Source: an optimization exercise on an open RTL-to-GDS flow (aim: small area). Production flows keep margins and buffers that such runs may drop. The RTL was checked by simulation tests, not by an equivalence proof against the original design. Power and IR drop assume default switching activity.

==> config.mk <==
export PLATFORM = sky130hd
export DESIGN_NAME = avalon_uart
export DESIGN_NICKNAME = avalon_uart
export VERILOG_FILES = /design/flow/design.v
export SDC_FILE = /design/flow/constraint.sdc
export NUM_CORES = 4
export LEC_CHECK = 0
export CAP_MARGIN = 20
export CORE_MARGIN = 2
export CORE_UTILIZATION = 40
export SLEW_MARGIN = 20
==> constraint.sdc <==
create_clock -name core_clock -period 5.0 [get_ports {clk}]
set_input_delay 1.0000 -clock core_clock [delete_from_list [all_inputs] [get_ports {clk}]]
set_output_delay 1.0000 -clock core_clock [all_outputs]
set_load 0.01 [all_outputs]
==> design.v <==
module uart_fifo #(
    parameter WIDTH = 32,            
    parameter DEPTH = 4,             
    parameter AWIDTH = $clog2(DEPTH)
) (
    input                       rst,
    input                       clk,
    input                       push,
    input                       pop,
    input [WIDTH-1:0]           din,
    output logic [WIDTH-1:0]    dout,
    output                      full,
    output                      empty,
    output [AWIDTH:0]           entry
);
    reg [WIDTH-1:0]     mem[2**AWIDTH-1:0];      
    reg [AWIDTH:0]      rdptr;
    reg [AWIDTH:0]      wtptr;
    logic               ren;
    logic               wen;
    logic [AWIDTH:0]    wrptr_minus_rdptr;
    always @(posedge clk) begin
        if (rst) begin
            rdptr <= 'b0;
            wtptr <= 'b0;
        end
        else begin
            if (ren) begin
                rdptr <= rdptr + 1'b1;
            end
            if (wen) begin
                wtptr <= wtptr + 1'b1;
            end
        end
    end
    assign wen = ~full & push;
    assign ren = ~empty & pop;
    assign wrptr_minus_rdptr = wtptr - rdptr;
    assign full  = wrptr_minus_rdptr == DEPTH;
    assign empty = wrptr_minus_rdptr == 0;
    assign entry = wrptr_minus_rdptr;
    always @(posedge clk) begin
        if (wen)
        begin
            mem[wtptr[AWIDTH-1:0]] <= din;
        end
    end
    always @* begin
        dout = mem[rdptr[AWIDTH-1:0]];
    end
endmodule
module uart_baud #(
    parameter SAMPLE = 1
) (
    input           clk,
    input           rst,
    input [15:0]    cfg_div,
    input           baud_clear,
    output reg      baud_tick,
    output reg      baud_sample
);
    reg [15:0]      baud_cnt;
    logic           baud_cnt_fire;
    logic [15:0]    div;
    assign baud_cnt_fire = baud_cnt == 0;
    assign div = cfg_div + 1'b1;
    always @(posedge clk) begin
        if (rst) baud_cnt <= 0;
        else begin
            if (baud_cnt_fire || baud_clear) baud_cnt <= div;
            else baud_cnt <= baud_cnt - 1'b1;
        end
    end
    always @(posedge clk) begin
        if (rst) baud_tick <= 0;
        else baud_tick <= baud_cnt_fire;
    end
    generate
        if (SAMPLE) begin: sample_logic
            reg [11:0]  sample_cnt;
            logic       sample_cnt_fire;
            assign sample_cnt_fire = sample_cnt == 0;
            always @(posedge clk) begin
                if (rst) sample_cnt <= 0;
                else begin
                    if (sample_cnt_fire || baud_clear) sample_cnt <= div[15:4];
                    else sample_cnt <= sample_cnt - 1'b1;
                end
            end
            always @(posedge clk) begin
                if (rst) baud_sample <= 0;
                else baud_sample <= sample_cnt_fire;
            end
        end
        else begin: no_sample_logic
            always baud_sample = 0;
        end
    endgenerate
endmodule
module uart_rx (
    input           clk,
    input           rst,
    input [15:0]    cfg_div,
    input           cfg_rxen,
    input           cfg_nstop,
    output reg       rx_valid,
    output reg [7:0] rx_data,
    input           uart_rxd
);
    logic           baud_tick;
    logic           baud_sample;
    logic           cycle_cnt_fire;
    logic           cycle_cnt_cmpl;
    logic           sample_cnt_fire;
    logic           uart_rxd_synced;
    reg [1:0]       uart_rxd_sync;
    reg             baud_clear;
    reg [2:0]       cycle_cnt;
    reg [3:0]       sample_cnt;
    localparam IDLE  = 0;
    localparam START = 1;
    localparam DATA  = 2;
    localparam STOP  = 3;
    reg [1:0]       state;
    logic [1:0]     state_next;
    assign cycle_cnt_fire = (cycle_cnt == 0);
    assign cycle_cnt_cmpl = cycle_cnt_fire & baud_tick;
    assign sample_cnt_fire = (sample_cnt == 0);
    always @(posedge clk) begin
        if (rst) uart_rxd_sync <= 2'b11;
        else begin
            uart_rxd_sync[0] <= uart_rxd;
            uart_rxd_sync[1] <= uart_rxd_sync[0];
        end
    end
    assign uart_rxd_synced = uart_rxd_sync[1];
    always @(*) begin
        state_next = state;
        case(state)
            IDLE:  if (!uart_rxd_synced & cfg_rxen) state_next = START;
            START: if (sample_cnt_fire) state_next = DATA;  
            DATA:  if (cycle_cnt_cmpl) state_next = STOP;
            STOP:  if (cycle_cnt_cmpl) state_next = IDLE;
        endcase
    end
    always @(posedge clk) begin
        if (rst) state <= IDLE;
        else state <= state_next;
    end
    always @(posedge clk) begin
        baud_clear <= 1'b0;
        rx_valid <= 1'b0;
        if (baud_sample) sample_cnt <= sample_cnt - 1'b1;
        if (baud_tick) cycle_cnt <= cycle_cnt - 1'b1;
        case(state)
            IDLE: begin
                baud_clear <= 1'b1;
                sample_cnt <= 7;
            end
            START: begin
                if (sample_cnt_fire) baud_clear <= 1'b1;
                cycle_cnt <= 7;
            end
            DATA: begin
                if (baud_tick) rx_data <= {uart_rxd_synced, rx_data[7:1]};
                if (cycle_cnt_cmpl) cycle_cnt <= {2'b0, cfg_nstop};
            end
            STOP: begin
                rx_valid <= cycle_cnt_cmpl;
            end
        endcase
    end
    uart_baud u_uart_baud(
        .clk            (clk),
        .rst            (rst),
        .cfg_div        (cfg_div),
        .baud_clear     (baud_clear),
        .baud_tick      (baud_tick),
        .baud_sample    (baud_sample)
    );
endmodule
module uart_tx (
    input           clk,
    input           rst,
    input [15:0]    cfg_div,
    input           cfg_txen,
    input           cfg_nstop,
    input           tx_valid,
    input [7:0]     tx_data,
    output reg      tx_ready,
    output reg      uart_txd
);
    logic           req;
    logic           baud_tick;
    logic           cycle_cnt_cmpl;
    logic           cycle_cnt_fire;
    reg             baud_clear;
    reg [7:0]       buffer;
    reg [2:0]       cycle_cnt;
    localparam IDLE  = 0;
    localparam START = 1;
    localparam DATA  = 2;
    localparam STOP  = 3;
    reg [1:0]       state;
    logic [1:0]     state_next;
    assign          req = tx_valid & tx_ready & cfg_txen;
    assign          cycle_cnt_fire = (cycle_cnt == 0);
    assign          cycle_cnt_cmpl = cycle_cnt_fire & baud_tick;
    always @(*) begin
        state_next = state;
        case(state)
            IDLE:  if (req) state_next = START;
            START: if (baud_tick) state_next = DATA;
            DATA:  if (cycle_cnt_cmpl) state_next = STOP;
            STOP:  if (cycle_cnt_cmpl) state_next = IDLE;
        endcase
    end
    always @(posedge clk) begin
        if (rst) state <= IDLE;
        else state <= state_next;
    end
    always @(posedge clk) begin
        baud_clear <= 1'b0;
        tx_ready <= 1'b0;
        if (baud_tick) cycle_cnt <= cycle_cnt - 1'b1;
        case(state)
            IDLE: begin
                buffer <= tx_data;
                tx_ready <= ~req;
                uart_txd <= 1'b1;
                baud_clear <= 1'b1;
            end
            START: begin
                uart_txd <= 1'b0;
                cycle_cnt <= 7;
            end
            DATA: begin
                uart_txd <= buffer[0];
                if (baud_tick) buffer <= (buffer >> 1);
                if (cycle_cnt_cmpl) cycle_cnt <= {2'b0, cfg_nstop};
            end
            STOP: begin
                uart_txd <= 1'b1;
            end
        endcase
    end
    uart_baud u_uart_baud(
        .clk            (clk),
        .rst            (rst),
        .cfg_div        (cfg_div),
        .baud_clear     (baud_clear),
        .baud_tick      (baud_tick),
        .baud_sample    ()
    );
endmodule
module avalon_uart (
    input               clk,
    input               rst,
    input               avn_read,
    input               avn_write,
    input [4:0]         avn_address,
    input [31:0]        avn_writedata,
    output reg [31:0]   avn_readdata,
    output              avn_waitrequest,
    output              int_txwm,
    output              int_rxwm,
    output              uart_txd,
    input               uart_rxd
);
    logic [15:0]    cfg_div;
    logic           cfg_txen;
    logic           cfg_rxen;
    logic           cfg_nstop;
    logic           tx_valid;
    logic [7:0]     tx_data;
    logic           tx_ready;
    logic           rx_valid;
    logic [7:0]     rx_data;
    logic           txfifo_push;
    logic           txfifo_pop;
    logic [7:0]     txfifo_din;
    logic [7:0]     txfifo_dout;
    logic           txfifo_full;
    logic           txfifo_empty;
    logic [3:0]     txfifo_entry;
    logic           rxfifo_push;
    logic           rxfifo_pop;
    logic [7:0]     rxfifo_din;
    logic [7:0]     rxfifo_dout;
    logic           rxfifo_full;
    logic           rxfifo_empty;
    logic [3:0]     rxfifo_entry;
    logic           txwm;
    logic           rxwm;
    reg             txdata_valid;
    logic [31:0]    txdata;
    reg             txdata_full;
    reg [7:0]       txdata_data;
    logic           txdata_write;
    assign txdata = {txdata_full, 23'b0, txdata_data};
    logic [31:0]    rxdata;
    logic           rxdata_empty;
    logic [7:0]     rxdata_data;
    logic           rxdata_read;
    assign rxdata = {rxdata_empty, 23'b0, rxdata_data};
    logic [31:0]    txctrl;
    reg [2:0]       txctrl_txcnt;
    reg             txctrl_nstop;    
    reg             txctrl_txen;
    logic           txctrl_write;
    assign txctrl = {13'b0, txctrl_txcnt, 14'b0, txctrl_nstop, txctrl_txen};
    logic [31:0]    rxctrl;
    reg [2:0]       rxctrl_rxcnt;
    reg             rxctrl_rxen;
    logic           rxctrl_write;
    assign rxctrl = {13'b0, rxctrl_rxcnt, 15'b0, rxctrl_rxen};
    logic [31:0]    ie;
    reg             ie_rxwm;
    reg             ie_txwm;
    logic           ie_write;
    assign ie = {30'b0, ie_rxwm, ie_txwm};
    logic [31:0]    ip;
    reg             ip_rxwm;
    reg             ip_txwm;
    assign ip = {30'b0, ip_rxwm, ip_txwm};
    logic [31:0]    div;
    reg [15:0]      div_div;     
    logic           div_write;
    assign div = {16'b0, div_div};
    always @(posedge clk) begin
        case(avn_address)
        5'h00: avn_readdata <= txdata;
        5'h04: avn_readdata <= rxdata;
        5'h08: avn_readdata <= txctrl;
        5'h0C: avn_readdata <= rxctrl;
        5'h10: avn_readdata <= ie;
        5'h14: avn_readdata <= ip;
        5'h18: avn_readdata <= div;
        default: avn_readdata <= txdata;
        endcase
    end
    always @* begin
        txdata_write = 1'b0;
        txctrl_write = 1'b0;
        rxctrl_write = 1'b0;
        ie_write = 1'b0;
        div_write = 1'b0;
        /*verilator lint_off CASEINCOMPLETE*/
        case(avn_address)
        /*verilator lint_on CASEINCOMPLETE*/
        5'h00: txdata_write = avn_write;
        5'h08: txctrl_write = avn_write;
        5'h0C: rxctrl_write = avn_write;
        5'h10: ie_write = avn_write;
        5'h18: div_write = avn_write;
        endcase
    end
    always @(posedge clk) begin
        if (rst) begin
            txdata_data <= 8'b0;
            txctrl_txcnt <= 3'b0;
            txctrl_nstop <= 1'b0;
            txctrl_txen <= 1'b0;
            rxctrl_rxcnt <= 3'b0;
            rxctrl_rxen <= 1'b0;
            ie_rxwm <= 1'b0;
            ie_txwm <= 1'b0;
            div_div <= 16'b0;
        end
        else begin
        if (txdata_write) begin
            txdata_data <= avn_writedata[7:0];
        end
        if (txctrl_write) begin
            txctrl_txcnt <= avn_writedata[18:16];
            txctrl_nstop <= avn_writedata[1];
            txctrl_txen <= avn_writedata[0];
        end
        if (rxctrl_write) begin
            rxctrl_rxcnt <= avn_writedata[18:16];
            rxctrl_rxen <= avn_writedata[0];
        end
        if (ie_write) begin
            ie_rxwm <= avn_writedata[1];
            ie_txwm <= avn_writedata[0];
        end
        if (div_write) begin
            div_div <= avn_writedata[15:0];
        end
        end
    end
    always @(posedge clk) begin
        txdata_full <= txfifo_full;
        ip_rxwm <= rxwm;
        ip_txwm <= txwm;
    end
    assign avn_waitrequest = 1'b0;
    assign rxdata_empty = rxfifo_empty;
    assign rxdata_data = rxfifo_dout;
    assign int_txwm = ip_txwm;
    assign int_rxwm = ip_rxwm;
    assign rxdata_read = (avn_address == 5'h04) & avn_read;
    assign cfg_div   = div_div;
    assign cfg_txen  = txctrl_txen;
    assign cfg_rxen  = rxctrl_rxen;
    assign cfg_nstop = txctrl_nstop;
    always @(posedge clk) begin
        if (rst) txdata_valid <= 1'b0;
        else txdata_valid <= txdata_write;
    end
    assign txfifo_push  = txdata_valid & ~txfifo_full;
    assign txfifo_pop   = ~txfifo_empty & tx_ready;
    assign txfifo_din   = txdata_data;
    assign tx_valid     = txfifo_pop;
    assign tx_data      = txfifo_dout;
    assign txwm         = (txfifo_entry < {1'b0, txctrl_txcnt}) & ie_txwm;
    assign rxfifo_push  = rx_valid & ~rxfifo_full;
    assign rxfifo_pop   = rxdata_read;
    assign rxfifo_din   = rx_data;
    assign rxwm         = (rxfifo_entry > {1'b0, rxctrl_rxcnt}) & ie_rxwm;
    uart_tx u_uart_tx(.*);
    uart_rx u_uart_rx(.*);
    uart_fifo #( .WIDTH (8), .DEPTH (8))
    u_tx_fifo (
        .rst    (rst),
        .clk    (clk),
        .push   (txfifo_push),
        .pop    (txfifo_pop),
        .din    (txfifo_din),
        .dout   (txfifo_dout),
        .full   (txfifo_full),
        .empty  (txfifo_empty),
        .entry  (txfifo_entry)
    );
    uart_fifo #( .WIDTH (8), .DEPTH (8))
    u_rx_fifo (
        .rst    (rst),
        .clk    (clk),
        .push   (rxfifo_push),
        .pop    (rxfifo_pop),
        .din    (rxfifo_din),
        .dout   (rxfifo_dout),
        .full   (rxfifo_full),
        .empty  (rxfifo_empty),
        .entry  (rxfifo_entry)
    );
endmodule
==> run.sh <==
#!/bin/bash
# synth_recipe.tcl (not shown) runs the flow's synth.tcl, then flattens the netlist and writes it again
# the make line also repeats each setting of config.mk as NAME=value (left out here)
make -C /OpenROAD-flow-scripts/flow DESIGN_CONFIG=/design/flow/config.mk WORK_HOME=/design/flow/orfs CLKGATE_MAP_FILE= SYNTH_SCRIPT=/design/flow/synth_recipe.tcl finish
==> summary.txt, run 1 <==
Synthesis
  • Ys async rst share: 0%
  • Post-synth EDFFs: 144
  • Ys flop type: dfxtp_1
  • Post-synthesis sequential area ratio: 57.4%
  • Synth Warn #: 5
  • Yosys top cell area share: 34.0%
  • Yosys cell types: 70
  • Top cells by area, synth: edfxtp_1 34%, dfxtp_1 23%, mux4_2 5.7%, ha_1 3.4%, mux2i_1 3.1%
  • Syn Inst Count: 1056
  • Synthesized area per cell: 12.1 um^2
  • Mapped Area: about 13000 um^2
  • Largest area contributor in the netlist: edfxtp_1
  • Synthesis-stage register bit count: 293

Power and ir drop
  • Pwr Density: 440 nW/um^2
  • Pint: 4.78 mW
  • Maximum VDD drop: 0.000268 V
  • Leakage power: between 5 and 6 nW
  • Gate power share: 17.2%
  • Switching Share: 26.5%
  • Clock power share: 39.5%
  • Seq pwr share: 43.3%
  • NetSw: 1.72 mW

Timing
  • Worst setup margin: 1.75 ns
  • Fin. max-slew vios: 0
  • Unrepaired setup endpoints after global routing: false
  • Minimum clock period after layout: 3.25 ns
  • Worst Tran Pin Value: 1.02 ns
  • Setup Viol. Count Final: 0
  • Hold WS: 0.418 ns
  • Max_slew headroom: 32.0%
  • Worst Skew: 0.0135 ns
  • Endpoints failing hold: 0
  • Post-Route Setup TNS: 0 ns
  • Fin crit share: between 60% and 70%
  • FMAX: between 0.3 and 0.4 GHz

Cells and area
  • Most common cell after layout, fill and taps aside: dfxtp_1
  • Fillers: 2831
  • Syn-to-layout area delta: 15.9%
  • Share of cells above drive strength 1: 12.3%
  • # nets final: between 1000 and 1500
  • Fin util: 46.9%
  • Antenna Cells: 0
  • Most frequent cells in the layout: 148 x dfxtp_1, 144 x edfxtp_1, 101 x nor2_1
  • Non-Filler Instances: ~1500

Route
  • Routed vias/inst: between 5 and 6
  • DRC: 0
  • Routed wire per std cell: about 18 um
  • First drt pass iteration count: 5
  • Iter 0 DRT Violations: a little over 500
  • ANT nets after route: 0
  • Via count: 8042
  • Final WL: 26.9 mm

Clock tree
  • Hold buffer count at CTS: 0
  • CTS clk-pin slew, worst paths: 0.06 ns
  • Root buf cell: clkbuf_16
  • Clock Sinks: 293
  • TritonCTS buffer count: 31
  • Post-cts resize count: 0
  • Clock Latency Late Sink: between 0.5 and 0.6 ns
  • Post-CTS setup buffer count: 0
  • CTS max path bufs: 3
  • TritonCTS clock tree: yes
  • H-Tree Depth: 1

Worst setup path
  • Crit. Startpoint: u_rx_fifo.wtptr[0]
  • CP startpoint kind: register
  • Most numerous cell on the critical path: inv_1
  • Reg2Reg Launch Point: u_rx_fifo.wtptr[0]
  • Crit end category: register
  • CP Cell Sequence: inv_1 -> ha_1 -> inv_1 -> fa_1 -> xor2_1 -> or3b_1 -> o31a_1 -> nand2_1 -> nor3b_2
  • CP peak stage delay: between 0.7 and 0.8 ns
  • Crit-path slowest cell: nor3b_2
  • CP Class: reg -> reg
  • Crit path max-delay family: simple AND/OR/NAND/NOR gates
  • Worst EP arrival: 3.43 ns
  • WP buf/inv: 2
  • Max FO, Critical Path: 8
  • CP required: 5.19 ns

Global route
  • All-layer global routing usage: 16.5%
  • GR Util met3: 2.18%
  • Met2 Track Usage GR: 27.5%
  • Grt ovf: 0
  • GRT busiest layer: met2
  • Initial antenna violation count: 0
  • First-pass GRT wire length: between 40 and 50 mm
  • Met1 Use GR: 23.0%
  • Largest net degree at the start of global routing: 66
  • Vias in the first global route: 7895

Status
  • Status: complete, no violations

Placed design
  • Placed insts: between 1000 and 1500
  • DP HPWL: approximately 18 mm
  • Pre-CTS setup slack: 1.08 ns
  • Placer Congestion: between 0.7 and 0.8
  • IO buf count: 51

Floorplanning
  • Die area: 33300 um^2
  • Ports: 78
  • Rows: between 60 and 70
  • Starting Density: 40.5%
  • Die H: 182 um
  • Core box area: 31500 um^2
  • Chip width: 182 um

Run
  • # Max-Cap Violations: 0

Worst hold path
  • Hold wc startpoint: u_uart_rx.uart_rxd_sync[0]
  • Hold Path Class: reg -> reg
Yosys cell counts (5+ instances only):
cell type / count
nor2_1: 101
nand3b_1: 6
nor4_1: 16
nor4b_1: 5
xor2_1: 26
or2_2: 6
buf_4: 14
a211oi_1: 30
inv_1: 40
a22oi_1: 6
nor3_1: 22
ha_1: 35
nor2b_1: 8
o31ai_1: 5
nand2b_1: 7
nand4_1: 5
buf_2: 9
and3_1: 6
nor3b_1: 7
dfxtp_1: 149
a21oi_1: 39
edfxtp_1: 144
and2_1: 13
mux2i_1: 40
a211oi_2: 10
a311oi_1: 6
mux4_2: 32
o21ai_0: 34
or3_1: 6
nand3_1: 36
clkbuf_1: 31
nand2_1: 69
xnor2_1: 37
flip-flops by register name, summed over array words and instances, names as in the netlist, 8 cells and up, named ones only:
name	cells
u_rx_fifo.mem	64
u_tx_fifo.mem	64
avn_readdata	20
div_div	16
u_uart_rx.u_uart_baud.baud_cnt	16
u_uart_tx.u_uart_baud.baud_cnt	16
u_uart_rx.u_uart_baud.sample_logic.sample_cnt	12
txdata_data	8
u_uart_rx.rx_data	8
u_uart_tx.buffer	8
stage by stage:
stage               power [mW]  instance area [um^2]
global placement          3.96                 13600
floorplan                 3.75                 12800
CTS                       6.56                 14800
finish                    6.50                 14800
detailed placement        3.98                 13600
global route              6.82                 14800
worst register-to-register path: stages, from the launching register on:
cell and delay, ns:
dfxtp_1 0.41, inv_1 0.15, ha_1 0.19, inv_1 0.06
fa_1 0.37, xor2_1 0.26, or3b_1 0.26, o31a_1 0.26
nand2_1 0.14, nor3b_2 0.78
cell type report:
type                       instances  area [um^2]  share of cell area [%]
sequential                       293         7310                    49.5
multi-input combinational        674         5040                    34.2
clock buffer                      33          783                    5.30
timing repair buffer              64          606                    4.10
tap                              402          503                    3.41
clock inverter                    25          372                    2.52
inverter                          40          150                    1.02
power by group through the flow:
stage,registers (mW),logic (mW),clock network (mW)
after floorplan,2.81,0.938,0
after global placement,2.86,1.10,0
after detailed placement,2.86,1.12,0
after CTS,2.81,1.13,2.62
after global routing,2.84,1.26,2.72
final,2.81,1.12,2.57
cells by family (layout without fill, tap and decap cells):
family | after synthesis | in the layout | share of synthesized area (%)
other cells | 1 | 13 | 0.0294
simple gates | 325 | 325 | 12.6
flops | 293 | 293 | 57.4
compound gates | 161 | 161 | 9.21
mux | 75 | 75 | 9.07
xor+xnor | 63 | 63 | 4.33
fa+ha+maj | 37 | 37 | 3.75
buf+inv | 101 | 162 | 3.64
per-layer routing:
layer  vias up  share of wire, %
met5         -                 0
met4         0               2.0
met3        40               3.1
met2       132                47
met1      3948                48
li1       3922                 -
worst paths after layout:
path / end / slack (ns) / cells after the start
worst max-delay path: u_rx_fifo.mem[5][7] / 1.75 / 9
worst min-delay path: u_uart_rx.uart_rxd_sync[1] / 0.42 / 1
worst max register to register: u_rx_fifo.mem[5][7] / 1.75 / 9
worst min register to register: u_uart_rx.uart_rxd_sync[1] / 0.42 / 1
==> run 2, diff against run 1 <==
--- a/config.mk
+++ b/config.mk
@@ -7,5 +7,6 @@
 export LEC_CHECK = 0
 export CAP_MARGIN = 20
 export CORE_MARGIN = 2
-export CORE_UTILIZATION = 40
+export CORE_UTILIZATION = 60
+export CTS_BUF_LIST = sky130_fd_sc_hd__clkbuf_2 sky130_fd_sc_hd__clkbuf_4
 export SLEW_MARGIN = 20
==> summary.txt, run 2 <==
Status
  • Status: complete, no violations (unchanged)

Run
  • # Max-Cap Violations: 0 (unchanged)

Synthesis
  • Synthesis-stage register bit count: 293 (unchanged)
  • Ys async rst share: 0% (unchanged)
  • Post-synthesis sequential area ratio: 57.4% (unchanged)
  • Most common cell in the synthesized netlist: dfxtp_1 (unchanged)
  • Synth Warn #: 5 (unchanged)
  • Synthesized area per cell: 12.1 um^2 (unchanged)
  • Syn Inst Count: 1056 (unchanged)
  • Ys flop type: dfxtp_1 (unchanged)
  • Top cells by area, synth: edfxtp_1 34%, dfxtp_1 23%, mux4_2 5.7%, ha_1 3.4%, mux2i_1 3.1% (unchanged)
  • Mapped Area: 12700 um^2 (unchanged)
  • Largest area contributor in the netlist: edfxtp_1 (unchanged)
  • Yosys cell types: 70 (unchanged)
  • Post-synth EDFFs: 144 (unchanged)
  • Yosys top cell area share: 34.0% (unchanged)
  • Post-synth top cells: 149 x dfxtp_1, 144 x edfxtp_1, 101 x nor2_1, 69 x nand2_1 (unchanged)

Cells and area
  • Most common cell after layout, fill and taps aside: dfxtp_1 (unchanged)
  • Final instance area: 14500 um^2 (was 14800 um^2)
  • Fin util: 69.3% (was 46.9%)
  • # nets final: 1228 (was 1183)
  • Most frequent cells in the layout: 148 x dfxtp_1, 144 x edfxtp_1, 123 x clkbuf_4 (was 148 x dfxtp_1, 144 x edfxtp_1, 101 x nor2_1)
  • Share of cells above drive strength 1: 18.0% (was 12.3%)
  • Syn-to-layout area delta: 14.0% (was 15.9%)

Worst hold path
  • Worst Hold End: u_uart_rx.uart_rxd_sync[1] (unchanged)
  • Worst hold path stage count: 1 (unchanged)
  • Hold wc startpoint: u_uart_rx.uart_rxd_sync[0] (unchanged)
  • Hold Path Class: reg -> reg (unchanged)

Power and ir drop
  • Pwr Density: 422 nW/um^2 (was 440 nW/um^2)
  • Leakage power: 5.09 nW (was 5.01 nW)
  • Maximum VDD drop: 0.000302 V (was 0.000268 V)
  • Total power: 6.13 mW (was 6.50 mW)

Route
  • Final WL: 27.2 mm (was 26.9 mm)
  • Routed wire per std cell: 18.3 um (was 17.6 um)
  • First drt pass iteration count: 5 (unchanged)
  • ANT nets after route: 0 (unchanged)
  • Via count: 8342 (was 8042)
  • Iter 0 DRT Violations: 526 (was 510)
  • DRC: 0 (unchanged)
  • Routed vias/inst: 5.63 (was 5.25)

Worst setup path
  • CP Class: reg -> reg (unchanged)
  • CP required: 5.56 ns (was 5.19 ns)
  • Max FO, Critical Path: 8 (unchanged)
  • Worst EP arrival: 3.70 ns (was 3.43 ns)
  • CP startpoint kind: register (unchanged)
  • Flop2flop setup slack: 1.86 ns (was 1.75 ns)
  • Worst reg-to-reg path cell count: 8 (was 9)
  • Crit end category: register (unchanged)
  • Reg2Reg Launch Point: u_tx_fifo.wtptr[0] (was u_rx_fifo.wtptr[0])
  • Reg2Reg Capture Point: u_uart_tx.state[0] (was u_rx_fifo.mem[5][7])

Clock tree
  • Root buf cell: clkbuf_4 (was clkbuf_16)
  • Clock Latency Late Sink: 0.70 ns (was 0.56 ns)
  • TritonCTS buffer count: 75 (was 31)
  • CTS clk-pin slew, worst paths: 0.06 ns (about the same)
  • Post-CTS setup buffer count: 0 (unchanged)
  • H-Tree Depth: 3 (was 1)
  • CTS max path bufs: 3 (unchanged)
  • TritonCTS clock tree: yes (unchanged)
  • Clock Sinks: 293 (unchanged)
  • Post-cts resize count: 0 (unchanged)
  • Hold buffer count at CTS: 0 (unchanged)

Timing
  • Fin crit share: 62.7% (was 64.9%)
  • FMAX: 0.319 GHz (was 0.308 GHz)
  • Post-Route Setup TNS: 0 ns (unchanged)
  • Setup Viol. Count Final: 0 (unchanged)
  • Fin. max-slew vios: 0 (unchanged)
  • Unrepaired setup endpoints after global routing: false (unchanged)
  • Minimum clock period after layout: 3.14 ns (was 3.25 ns)
  • Max_slew headroom: 29.9% (was 32.0%)
  • Worst Skew: 0.0506 ns (was 0.0135 ns)
  • Worst Tran Pin Value: 1.05 ns (was 1.02 ns)
  • Endpoints failing hold: 0 (unchanged)

Placed design
  • IO buf count: 51 (unchanged)
  • Placed Area: 13500 um^2 (was 13600 um^2)
  • DP HPWL: 17.9 mm (was 18.1 mm)
  • Placer Congestion: 0.813 (was 0.774)

Global route
  • Initial antenna violation count: 2 (was 0)
  • Vias in the first global route: 8243 (was 7895)
  • All-layer global routing usage: 25.0% (was 16.5%)
  • Grt ovf: 0 (unchanged)
  • First-pass GRT wire length: 42.9 mm (was 43.4 mm)
  • Largest net degree at the start of global routing: 68 (was 66)

Floorplanning
  • Chip width: 150 um (was 182 um)
  • Die area: 22400 um^2 (was 33300 um^2)
  • Core box area: 21000 um^2 (was 31500 um^2)
  • Ports: 78 (unchanged)
  • Rows: 53 (was 65)
  • Starting Density: 60.8% (was 40.5%)
  • Die H: 150 um (was 182 um)
-- run 2: cell counts after synthesis --
No cell type changed its count.
-- run 2: worst max-delay path, stage by stage, from the launching register on --
cell and delay, ns:
dfxtp_1 0.49, inv_1 0.18, ha_1 0.24, inv_1 0.06, fa_1 0.44, or3b_1 0.52, o311ai_1 0.61, a21oi_1 0.21
o221a_2 0.30
-- run 2: layer usage --
| layer | vias up | routed length, um | global-route usage, % |
|---|---|---|---|
| li1 | 4053 | - | - |
| met1 | 3996 | 12300 | 34.3 |
| met2 | 235 | 12800 | 39.4 |
| met3 | 56 | 1450 | 5.09 |
| met4 | 2 | 695 | 10.3 |
| met5 | - | 9 | 0 |
-- run 2: worst max-delay path by stage --
stage	startpoint	to	slack [ns]
2_1_floorplan	u_rx_fifo.wtptr[0]	u_rx_fifo.mem[4][0]	1.94
3_3_place_gp	avn_address[2]	u_rx_fifo.rdptr[3]	1.51
3_5_place_dp	avn_address[2]	u_rx_fifo.rdptr[3]	1.52
4_1_cts	u_rx_fifo.wtptr[0]	u_rx_fifo.mem[3][1]	1.85
5_1_grt	u_tx_fifo.wtptr[0]	u_uart_tx.state[0]	1.64
6_report	u_tx_fifo.wtptr[0]	u_uart_tx.state[0]	1.86
-- run 2: metrics by stage --
stage / worst slack, ns / hold WS [ns] / instances
finish: 1.86 / 0.418 / 1482
global route: 1.64 / 0.444 / 1482
CTS: 1.85 / 0.429 / 1481
detailed placement: 1.52 / 0.409 / 1347
global placement: 1.51 / 0.405 / 1347
floorplan: 1.94 / 0.389 / 1068
-- run 2: layout make-up --
class	instances	area [um^2]
Multi-Input combinational cell	674	5050
Clock inverter	11	130
Antenna cell	1	2.50
Fill cell	1619	6430
Inverter	40	150
Clock buffer	123	923
Timing Repair Buffer	65	613
Sequential cell	293	7310
Tap cell	275	344
-- run 2: power by group --
part	leakage [nW]	internal, mW	switching, mW	total [mW]
Combinational	1.97	0.496	0.584	1.08
Sequential	2.49	2.67	0.171	2.84
Clock	0.630	1.26	0.945	2.21
Total	5.09	4.43	1.70	6.13
-- run 2: cell families after synthesis --
logic type | synth area share (%)
adders and majority gates | 3.75
xor gates and xnor gates | 4.33
buffers and inverters | 3.64
and+or+nand+nor | 12.6
DFF | 57.4
other | 0.0294
AOI/OAI and AO/OA | 9.21
muxes | 9.07

## port drivers added, routing unchanged
Ports are ideal in the flow. The routed layouts listed here were re-timed in OpenROAD. Step 1 (the two cells are an assumption about what drives the block):
set clk [get_ports {clk}]
set_driving_cell -lib_cell sky130_fd_sc_hd__clkbuf_16 $clk
set_driving_cell -lib_cell sky130_fd_sc_hd__buf_2 [delete_from_list [all_inputs] $clk]
Step 2 also shifts input and output timing later by t, the mid clock arrival at the registers, as if the neighbouring blocks saw the same clock. a / b / c = ideal / step 1 / step 2; a / b = the first two.
run | t, ns | setup WS [ns] | pins driven straight from the clock port
run 1 | 0.609 | 1.754 / 1.754 / 1.454 | 1
run 2 | 0.722 | 1.864 / 1.864 / 1.469 | 1
After both steps every run listed still meets setup and hold. The setup slack of run 2, which loses most, moves by 0.000 ns with the drivers and by -0.395 ns with both steps.
